Background: an optimization exercise with open tools, aiming at small area, a short achievable clock period and few clock cycles. Do not read the settings as production practice.
At most, simulation tests tie the RTL to the original design; equivalence was not proved.
The RTL of run 2 was laid out without a check of its function.
Power is estimated from default activity; no workload was simulated.

## design/flow/flow/run.sh

```bash
#!/bin/bash
# The standard layout (the standard.sh), except that the port buffers are
# plain buf_1 cells: the default choice is a delay cell, slower and larger.
set -euo pipefail
bash standard.sh "BUFFER_PORTS_ARGS=-buffer_cell sky130_fd_sc_hd__buf_1" finish > standard.log 2>&1
```

## design/flow/standard.sh

```bash
#!/bin/bash
# synth_recipe.tcl (not shown) runs the flow's synth.tcl, then flattens the netlist and writes it again
# the make line also repeats each setting of config.mk as NAME=value (left out here)
make -C /OpenROAD-flow-scripts/flow DESIGN_CONFIG=/design/flow/config.mk WORK_HOME=/design/flow/orfs CLKGATE_MAP_FILE= SYNTH_SCRIPT=/design/flow/synth_recipe.tcl "${@:-finish}"
```

## design/flow/config.mk

```make
export PLATFORM = sky130hd
export DESIGN_NAME = CPU
export DESIGN_NICKNAME = CPU
export VERILOG_FILES = /design/flow/design.v
export SDC_FILE = /design/flow/constraint.sdc
export NUM_CORES = 4
export LEC_CHECK = 0
export ABC_CLOCK_PERIOD_IN_PS = 3000
export CAP_MARGIN = 5
export CORE_MARGIN = 2
export CORE_UTILIZATION = 50
export CTS_BUF_LIST = sky130_fd_sc_hd__clkbuf_8
export CTS_CLUSTER_DIAMETER = 100
export CTS_CLUSTER_SIZE = 24
export SETUP_SLACK_MARGIN = 5.0
export SLEW_MARGIN = 5
```

## design/flow/constraint.sdc

```tcl
create_clock -name core_clock -period 8.0 [get_ports {clk}]
set_input_delay 1.6000 -clock core_clock [delete_from_list [all_inputs] [get_ports {clk}]]
set_output_delay 1.6000 -clock core_clock [all_outputs]
set_load 0.01 [all_outputs]
```

## design/flow/design.v

```verilog
module CPU(clk, rst, data_out, data_in, address, memwt, reg0);
input clk;
input rst;
input [15:0] data_in;
output [15:0] data_out;
output [11:0] address;
output [15:0] reg0;
output memwt;
reg [15:0] regbank [7:0];
reg [11:0] addr;       
reg [11:0] pc;         
reg        zeroflag;
reg [15:0] opa;        
reg [15:0] opb;        
reg ex_alu, ex_ldi, ex_ld, ex_st, ex_mem;
reg [2:0] ex_rd;
reg s_sum, s_and, s_or, s_xor, s_inv;
assign memwt = ex_st;
assign data_out = opa;
assign address = addr;
assign reg0 = regbank[0];
function [15:0] carries;
    input [15:0] x, y;
    reg [15:0] g, p, g1, p1, g2, p2, g3, p3, c;
    integer k;
    begin
        g = x & y;
        p = x ^ y;
        for (k = 0; k < 16; k = k + 1) begin
            if (k & 1) begin
                g1[k] = g[k] | (p[k] & g[k - 1]);
                p1[k] = p[k] & p[k - 1];
            end else begin
                g1[k] = g[k];
                p1[k] = p[k];
            end
        end
        g1[1] = g[1] | ((p[1] & x[0]) & y[0]);
        for (k = 0; k < 16; k = k + 1) begin
            if (k & 2) begin
                g2[k] = g1[k] | (p1[k] & g1[(k & ~3) + 1]);
                p2[k] = p1[k] & p1[(k & ~3) + 1];
            end else begin
                g2[k] = g1[k];
                p2[k] = p1[k];
            end
        end
        for (k = 0; k < 16; k = k + 1) begin
            if (k & 4) begin
                g3[k] = g2[k] | (p2[k] & g2[(k & ~7) + 3]);
                p3[k] = p2[k] & p2[(k & ~7) + 3];
            end else begin
                g3[k] = g2[k];
                p3[k] = p2[k];
            end
        end
        c[0] = 1'b0;
        for (k = 0; k < 15; k = k + 1) begin
            if (k & 8)
                c[k + 1] = g3[k] | (p3[k] & g3[7]);
            else
                c[k + 1] = g3[k];
        end
        c[3] = (g[2] | (p[2] & g[1])) | ((p[2] & p[1]) & g[0]);
        c[5] = (g[4] | (p[4] & g[3])) | ((p[4] & p[3]) & c[3]);
        c[9] = (g[8] | (p[8] & g[7])) | ((p[8] & p[7]) & g3[6]);
        carries = c;
    end
endfunction
wire [15:0] g = opa & opb;
wire [15:0] p = opa ^ opb;
wire [15:0] o = opa | opb;
wire [15:0] carry = carries(opa, opb);     
wire [15:0] sum = (p ^ {16{s_inv}}) ^ carry;
wire [15:0] result = ({16{s_sum}} & sum) | ({16{s_and}} & g) |
                     ({16{s_or}} & o) | ({16{s_xor}} & p);
wire z_add = ~|(p ^ {o[14:0], 1'b0});
wire z_sum = s_inv ? &p : z_add;
wire z_next = (s_sum & z_sum) | (s_and & ~|g) | (s_or & ~|o) | (s_xor & ~|p) |
              ~(s_sum | s_and | s_or | s_xor);
wire [3:0] op = data_in[15:12];
wire [2:0] f = data_in[11:9];
wire [2:0] u = data_in[8:6];
wire [2:0] sa = data_in[8:6];
wire [2:0] sb = data_in[5:3];
wire fetch = ~ex_mem;
wire [11:0] seq = addr + 12'd1;
wire [15:0] rb_bank = regbank[sb];
wire [15:0] ra = (ex_alu && ex_rd == sa) ? result : regbank[sa];
wire [15:0] rb = (ex_alu && ex_rd == sb) ? result : rb_bank;
wire is_alu = (op == 4'h7);
wire un = is_alu & (f == 3'h7);                  
wire sub = is_alu & (f == 3'h1);
wire zf_now = ex_alu ? z_next : zeroflag;
wire ldst = (op == 4'h2) | (op == 4'h3);
wire hazard = ex_alu & (ex_rd == sb);
wire take = (op == 4'h5) | ((op == 4'h4) & zf_now);
wire [15:0] jc = carries({4'h0, seq}, {4'h0, data_in[11:0]});
wire [11:0] target = seq ^ data_in[11:0] ^ jc[11:0];
wire n_rb   = ~rst & fetch & ldst & ~hazard;
wire n_hold = ~rst & fetch & ldst & hazard;
wire n_jmp  = ~rst & fetch & ~ldst & take;
wire n_seq  = ~rst & ((fetch & ~ldst & ~take) | ex_ldi);
wire n_pc   = ~rst & ~fetch & ~ex_ldi;
wire [11:0] addr_next = ({12{n_rb}} & rb_bank[11:0]) | ({12{n_hold}} & addr) |
                        ({12{n_jmp}} & target) | ({12{n_seq}} & seq) |
                        ({12{n_pc}} & pc);
always @(posedge clk) begin
    opa <= un ? {{15{u == 3'h3}}, (u == 3'h2) | (u == 3'h3)} : ra ^ {16{sub}};
    opb <= rb;
    s_inv <= (f == 3'h1) | ((f == 3'h7) & (u == 3'h1));
    s_sum <= (f == 3'h0) | (f == 3'h1) | (un & ~u[2]);
    s_and <= (f == 3'h2);
    s_or  <= (f == 3'h3);
    s_xor <= (f == 3'h4);
    ex_rd <= data_in[2:0];
    if (ex_alu)
        regbank[ex_rd] <= result;
    else if (ex_ldi | ex_ld)
        regbank[ex_rd] <= data_in;
    if (fetch)
        pc <= seq;
    addr <= addr_next;
    if (rst) begin
        zeroflag <= 1'b0;
        {ex_alu, ex_ldi, ex_ld, ex_st, ex_mem} <= 5'b0;
    end else begin
        zeroflag <= zf_now;
        if (fetch & ldst & hazard) begin
            {ex_alu, ex_ldi, ex_ld, ex_st, ex_mem} <= 5'b0;
        end else if (fetch) begin
            ex_alu <= is_alu;
            ex_ldi <= (op == 4'h1);
            ex_ld  <= (op == 4'h2);
            ex_st  <= (op == 4'h3);
            ex_mem <= (op == 4'h1) | ldst;
        end else begin
            {ex_alu, ex_ldi, ex_ld, ex_st, ex_mem} <= 5'b0;
        end
    end
end
endmodule
```

==> results.py, run 1 <==
metrics = {
    "die": {
        "initial_utilization_pct": 50.7,
        "die_h_um": 155,
        "dieArea_mm2": 0.0240,
        "fp.dieW_um": 155,
        "rows": 55,
        "io_pins": 63,
        "core-area_mm2": 0.0225,
    },
    "sta": {
        "finalMaxSlewViolations": 0,
        "period_needed_ps": 2960,
        "fin_ws_ps": 5040,
        "setup_viol": 0,
        "hold_slack_ps": 478,
        "worstMarginPinSlew_ps": 1230,
        "rsz0062_at_grt": "yes",
        "slew_headroom_pct": 18.3,
        "tns_ps": 0,
        "max_freq_ghz": 0.338,
        "hold_viol": 0,
        "finClkSkew_ps": 19.2,
        "finalCritPeriodShare_pct": 37.0,
    },
    "logic_synthesis": {
        "ys_warn_count": 1,
        "netlist_area_mm2": 0.0114,
        "avgSynthCellArea_um2": 11.6,
        "synth_cell_types": 68,
        "synthCells": 983,
        "seq_area_frac_synth_pct": 47.1,
        "synth_top_flop_cell": "edfxtp_1",
        "synth_edf_count": 140,
        "ys_ff_latch": 198,
        "synthArstFlopShare_pct": 0,
        "syn_nets": 1045,
    },
    "placement": {
        "port-buffer-count": 62,
        "gp_congestion": 0.907,
        "place_inst": 1284,
        "place_area_mm2": 0.0121,
        "hpwl_um": 22400,
        "place_ws_ps": 3450,
    },
    "setup_path": {
        "max_stage_delay_ps": 490,
        "endpoint_kind": "register",
        "startpoint_type": "register",
        "cp.required_ps": 8210,
        "cp_max_fo": 8,
        "arrival_ps": 3180,
        "critical_path_class": "reg -> reg",
        "crit_slowest_cell": "or4_1",
        "cp_cell_sequence": "inv_1 -> ha_4 -> nand4_1 -> a221oi_4 -> nor4_1 -> or4_1 -> a21o_1 -> mux2_2",
    },
    "layout": {
        "post-route-util_pct": 58.6,
        "postLayoutCellArea_mm2": 0.0132,
        "num_antenna_cells": 0,
        "areaGrowthSynthToFinish_pct": 15.7,
        "fillers": 1898,
        "layout.cells.non_filler": 1348,
        "nNetsFinal": 1112,
        "drive_above_1_share_pct": 24.1,
    },
    "clocking": {
        "cts_tree": "done",
        "clock-sinks": 198,
        "clock_path_buffers": 2,
        "clk_pin_slew_ps": 110,
        "htree_levels": 4,
        "cts-root-buf": "clkbuf_8",
        "clk_latency_ps": 490,
        "cts_made_buffers": 17,
        "holdBufCountCts": 0,
    },
    "detailed_routing": {
        "vias_per_cell": 6.31,
        "dr.pass1.iters": 5,
        "drc": 0,
        "drt_iter0_drc": 742,
        "routed_wl_um": 32900,
        "ant_nets": 0,
        "post_drt_wl_per_cell_um": 24.4,
        "num_vias": 8512,
    },
    "grt": {
        "grt_use_total_pct": 27.3,
        "grt_pass1_wl_um": 48800,
        "grt_max_degree": 38,
        "grt_pass1_vias": 7979,
        "overflow": 0,
        "antenna_found_initial": 0,
    },
    "power_and_ir_drop": {
        "combPwrFrac_pct": 26.4,
        "total_power_mw": 2.48,
        "netSwitchingFraction_pct": 32.7,
        "power_density_mw_per_mm2": 188,
        "peakVddDrop_v": 0.0000946,
        "p_seq_share_pct": 49.0,
        "p_int_mw": 1.67,
        "p_leak_nw": 4.84,
        "clockPowerShare_pct": 24.7,
        "switchingPower_mw": 0.812,
    },
    "run": {
        "max_cap_viol_count": 0,
    },
    "outcome": {
        "status": "timing/DRC/antenna clean",
    },
    "worst_hold_path": {
        "hp-class": "reg -> reg",
    },
}
-- cell usage after synthesis (31+ instances only) --
cell type / number / area [µm²]
ha_1: 44 / 551
o21ai_0: 32 / 160
nand2_1: 52 / 195
xnor2_1: 31 / 272
xor2_1: 34 / 298
dfxtp_1: 58 / 1160
clkbuf_1: 43 / 161
nor2_1: 71 / 267
a21oi_1: 63 / 315
mux4_2: 64 / 1440
edfxtp_1: 140 / 4200
inv_1: 57 / 214
-- cell type report --
type	instances	area, µm²	share of cell area, %
multi-input cells	660	6050	45.9
flip-flops and latches	198	5370	40.7
repair buffers	116	838	6.36
well taps	285	357	2.70
clock buffers	17	234	1.77
inverters	57	214	1.62
clock inverters	15	123	0.930
-- worst max-delay path: cells and delay by family, from the launching register on --
family                   cells  cell delay [ps]
adder cells (fa/ha/maj)      1              320
flip-flops                   1              430
buffers and inverters        1              100
AO/OA/AOI/OAI                2              640
AND/OR/NAND/NOR              3              790
multiplexers                 1              400
-- logic make-up (layout without fill, tap and decap cells) --
kind of cell               after synthesis  after routing  share of synthesized area (%)
and+or+nand+nor                        247            247                           11.0
AOI/OAI and AO/OA                      208            208                           12.2
DFF                                    198            198                           47.1
buffers and inverters                  125            205                           4.32
muxes                                   96             96                           15.5
xor gates and xnor gates                65             65                           4.99
adders and majority gates               44             44                           4.83
-- layer usage --
| layer | up-vias | GRT usage, % | part of all wire [%] |
|---|---|---|---|
| met3 | 48 | 4.82 | 6.5 |
| met1 | 4252 | 39.7 | 45 |
| met4 | 0 | 10.0 | 2.5 |
| met2 | 356 | 41.3 | 46 |
| li1 | 3856 | - | - |
| met5 | - | 0 | 0 |
-- sequential cells by signal (all words and copies together), names as in the netlist --
| name | flops |
|---|---|
| ex_ldi | 1 |
| addr | 12 |
| s_xor | 1 |
| s_or | 1 |
| regbank | 128 |
| ex_ld | 1 |
| s_sum | 1 |
| opb | 16 |
| opa | 16 |
| ex_alu | 1 |
| ex_mem | 1 |
| ex_st | 1 |
| zeroflag | 1 |
| s_and | 1 |
| pc | 12 |
| s_inv | 1 |
| ex_rd | 3 |
-- what timing repair did --
item / 4_1_cts / 5_1_grt
setup buffers: 16 / 13
gates resized for setup: 47 / 48
pin swaps: 5 / 12
setup endpoints to repair: 127 / 121
gates cloned: 2 / 1
-- power by group through the flow --
stage	combinational, mW	clock (mW)	sequential [mW]
after floorplan	0.421	0	1.23
after global placement	0.572	0	1.24
after detailed placement	0.574	0	1.24
after CTS	0.608	0.619	1.21
after global routing	0.706	0.655	1.22
final	0.655	0.612	1.22
-- placed cells by master (no fill, tap or decap), drive strengths merged, types with 6 or more instances in the layout --
master | netlist | final
o21a | 10 | 10
nand4 | 17 | 17
a221oi | 6 | 6
clkbuf | 43 | 26
nand2b | 9 | 9
a21o | 10 | 10
a31oi | 11 | 11
nand2 | 52 | 52
mux4 | 64 | 64
edfxtp | 140 | 140
and3 | 7 | 7
mux2i | 25 | 25
ha | 44 | 44
nor2 | 71 | 71
nor4 | 13 | 13
a211oi | 15 | 15
a21oi | 65 | 65
inv | 57 | 64
buf | 25 | 107
o211ai | 7 | 7
o21ai | 41 | 41
o221ai | 13 | 13
clkinv | 0 | 6
xor2 | 34 | 34
nor2b | 17 | 17
xnor2 | 31 | 31
o2111ai | 6 | 6
nor3 | 14 | 14
dfxtp | 58 | 58
nand3 | 18 | 18
mux2 | 7 | 7
-- final timing paths --
check,from,endpoint,slack [ps],cells past startpoint
max,opa[5]$_DFF_P_,regbank[4][10]$_DFFE_PP_,5040,8
min,pc[3]$_DFFE_PN_,addr[3]$_DFF_P_,480,2
max reg2reg,opa[5]$_DFF_P_,regbank[4][10]$_DFFE_PP_,5040,8
min reg2reg,pc[3]$_DFFE_PN_,addr[3]$_DFF_P_,480,2
Testbench counts, summed over its fixed seeds: cycles 36,768.
==> run 2: changes to the inputs <==
--- a/design/flow/design.v
+++ b/design/flow/design.v
@@ -73,5 +73,7 @@
 wire [15:0] carry = carries(opa, opb);     
-wire [15:0] sum = (p ^ {16{s_inv}}) ^ carry;
-wire [15:0] result = ({16{s_sum}} & sum) | ({16{s_and}} & g) |
-                     ({16{s_or}} & o) | ({16{s_xor}} & p);
+wire [15:0] logic_res = ({16{s_and}} & g) | ({16{s_or}} & o) | ({16{s_xor}} & p);
+wire [15:0] sum0 = p ^ {16{s_inv}};
+wire [15:0] res1 = s_sum ? ~sum0 : logic_res;
+wire [15:0] res0 = s_sum ? sum0 : logic_res;
+wire [15:0] result = (carry & res1) | (~carry & res0);
 wire z_add = ~|(p ^ {o[14:0], 1'b0});
==> results.py, run 2 <==
metrics = {
    "grt": {
        "antenna_found_initial": 0,
        "grt_max_degree": 39,
        "grt_pass1_vias": 8271,
        "grt_use_total_pct": 27.0,
        "grt_pass1_wl_um": 48800,
        "overflow": 0,
    },
    "clocking": {
        "clock-sinks": 198,
        "clk_latency_ps": 490,
        "htree_levels": 4,
        "cts_tree": "done",
        "clk_pin_slew_ps": 100,
        "clock_path_buffers": 2,
        "cts-root-buf": "clkbuf_8",
        "cts_made_buffers": 17,
        "holdBufCountCts": 0,
    },
    "sta": {
        "finClkSkew_ps": 21.0,
        "hold_viol": 0,
        "tns_ps": 0,
        "max_freq_ghz": 0.316,
        "slew_headroom_pct": 24.5,
        "fin_ws_ps": 4840,
        "worstMarginPinSlew_ps": 1120,
        "hold_slack_ps": 495,
        "rsz0062_at_grt": "yes",
        "finalMaxSlewViolations": 0,
        "setup_viol": 0,
        "period_needed_ps": 3160,
        "finalCritPeriodShare_pct": 39.5,
    },
    "logic_synthesis": {
        "synth_top_flop_cell": "edfxtp_1",
        "ys_top_cells_by_count": "140 x edfxtp_1, 78 x nand2_1, 64 x mux4_2",
        "yosysMostFrequentCell": "edfxtp_1",
        "synthArstFlopShare_pct": 0,
        "synth_edf_count": 140,
        "yosysTopAreaCellShare_pct": 36.7,
        "ys_ff_latch": 198,
        "avgSynthCellArea_um2": 11.6,
        "synthCells": 987,
        "synth_cell_types": 69,
        "synth_area_leaders": "edfxtp_1 37%, mux4_2 13%, dfxtp_1 10%, ha_1 4.8%, xnor2_1 3.0%",
        "syn_nets": 1049,
        "synth_top_area_cell": "edfxtp_1",
        "seq_area_frac_synth_pct": 46.9,
        "netlist_area_mm2": 0.0114,
        "ys_warn_count": 1,
    },
    "layout": {
        "post-route-util_pct": 59.1,
        "reg.largest.list": "regbank (128), opa (16), opb (16)",
        "multiInputGateArea_mm2": 0.00620,
        "nNetsFinal": 1121,
        "regMostFlops": "regbank",
        "postLayoutCellArea_mm2": 0.0133,
        "final_common_cell": "edfxtp_1",
        "final_cell_mix": "140 x edfxtp_1, 77 x nand2_1, 64 x mux4_2, 51 x dfxtp_1, 51 x buf_1",
        "areaGrowthSynthToFinish_pct": 16.6,
        "largest_register_ffs": 128,
        "num_antenna_cells": 0,
        "register_area_mm2": 0.00537,
        "fillers": 1848,
        "drive_above_1_share_pct": 25.0,
        "layout.cells.non_filler": 1355,
    },
    "setup_path": {
        "cp_max_fo": 3,
        "path_delay_family": "compound AO/OA/AOI/OAI gates",
        "startpoint_type": "input port",
        "crit_slowest_cell": "a211o_1",
        "cp.required_ps": 8370,
        "arrival_ps": 3530,
        "max_stage_delay_ps": 310,
        "endpoint_kind": "register",
        "cp_num_buf_inv": 2,
        "cp_cell_sequence": "clkbuf_16 -> buf_12 -> ha_4 -> nor2_2 -> a211oi_2 -> a41oi_2 -> a211o_1 -> o21bai_1 -> a21oi_1 -> xnor2_1 -> a221o_1",
        "critical_path_class": "in -> reg",
    },
    "die": {
        "fp.dieW_um": 155,
        "dieArea_mm2": 0.0241,
        "io_pins": 63,
        "rows": 55,
        "die_h_um": 155,
        "initial_utilization_pct": 50.7,
        "core-area_mm2": 0.0226,
    },
    "detailed_routing": {
        "vias_per_cell": 6.25,
        "num_vias": 8462,
        "drt_iter0_drc": 629,
        "routed_wl_um": 32400,
        "ant_nets": 0,
        "drc": 0,
        "dr.pass1.iters": 6,
        "post_drt_wl_per_cell_um": 23.9,
    },
    "power_and_ir_drop": {
        "combPwrFrac_pct": 25.9,
        "peakVddDrop_v": 0.0000933,
        "clockPowerShare_pct": 24.9,
        "netSwitchingFraction_pct": 32.0,
        "total_power_mw": 2.43,
        "switchingPower_mw": 0.778,
        "power_density_mw_per_mm2": 182,
        "p_leak_nw": 4.75,
        "p_seq_share_pct": 49.3,
        "p_int_mw": 1.65,
    },
    "placement": {
        "place_inst": 1288,
        "gp_congestion": 0.928,
        "place_ws_ps": 3580,
        "port-buffer-count": 62,
        "hpwl_um": 22300,
        "place_area_mm2": 0.0121,
    },
    "worst_hold_path": {
        "hp-class": "reg -> reg",
    },
    "outcome": {
        "status": "timing/DRC/antenna clean",
    },
    "run": {
        "max_cap_viol_count": 0,
    },
}
run 2: power by group through the flow:
stage / clock network [mW] / logic, mW / registers [mW]
5_1_grt: 0.650 / 0.679 / 1.20
3_5_place_dp: 0 / 0.533 / 1.22
4_1_cts: 0.610 / 0.595 / 1.20
6_report: 0.605 / 0.629 / 1.20
3_3_place_gp: 0 / 0.531 / 1.22
2_1_floorplan: 0 / 0.397 / 1.21
run 2: worst paths after layout:
| check | from | end | slack (ps) | cells after the start |
|---|---|---|---|---|
| worst max-delay path | data_in[3] | addr[11]$_DFF_P_ | 4840 | 11 |
| worst min register to register | zeroflag$_SDFF_PP0_ | zeroflag$_SDFF_PP0_ | 490 | 2 |
| worst min-delay path | zeroflag$_SDFF_PP0_ | zeroflag$_SDFF_PP0_ | 490 | 2 |
| worst max register to register | addr[0]$_DFF_P_ | addr[11]$_DFF_P_ | 5000 | 12 |
run 2: kinds of logic after synthesis:
group | count (synthesis) | share of synthesized area, %
AND/OR/NAND/NOR | 250 | 10.9
AO/OA/AOI/OAI | 220 | 12.7
flip-flops | 198 | 46.9
buffers and inverters | 113 | 4.18
multiplexers | 89 | 14.9
XOR/XNOR | 73 | 5.59
adder cells (fa/ha/maj) | 44 | 4.81
run 2: layout make-up:
class / count / area share [%]
Clock buffer: 17 / 1.75
Multi-Input combinational cell: 676 / 46.5
Timing Repair Buffer: 120 / 6.63
Clock inverter: 13 / 0.900
Tap cell: 285 / 2.67
Sequential cell: 198 / 40.3
Inverter: 46 / 1.30
run 2: repair_timing:
action,in CTS,in global routing
gates cloned,1,1
endpoints found under the setup margin,149,110
pin swaps,18,16
resized for setup,88,40
setup buffers,19,16
run 2: layer usage:
metal  vias up  global-route usage [%]  part of all wire [%]
met1      4248                    37.9                    45
li1       3881                       -                     -
met3        52                    4.40                   6.2
met5         -                       0                     0
met4         0                    7.91                   2.2
met2       281                    43.9                    47
run 2: worst min-delay path, delay by kind of cell (launching register included):
| kind | cells | cell delay (ps) |
|---|---|---|
| and+or+nand+nor | 2 | 130 |
| DFF | 1 | 330 |

[what the ideal ports hide]
The flow's constraints put no driver on any port. The routed layouts listed below were extracted and timed again, unchanged, in two steps.
Step 1 assumes that a clkbuf_16 drives the clock port and a buf_2 every other input.
Step 2 also shifts input and output timing later by t, the mid clock arrival at the registers, as if the neighbouring blocks saw the same clock.
Slacks: ideal / step 1 / step 2; pairs: ideal / step 1.
| run | t, ns | setup WS [ns] | worst hold slack (ns) | worst setup path at the end | worst register clock-pin slew, ns |
|---|---|---|---|---|---|
| run 1 | 0.520 | 5.037 / 5.037 / 4.536 | 0.478 / 0.478 / 0.478 | input to register | 0.11 / 0.11 |
| run 2 | 0.518 | 4.839 / 4.845 / 4.326 | 0.495 / 0.495 / 0.495 | input to register | 0.12 / 0.12 |
After both steps setup and hold are still met in every run listed. For run 2, which loses most, drivers alone change the setup slack by +0.006 ns; drivers and shift together by -0.513 ns.
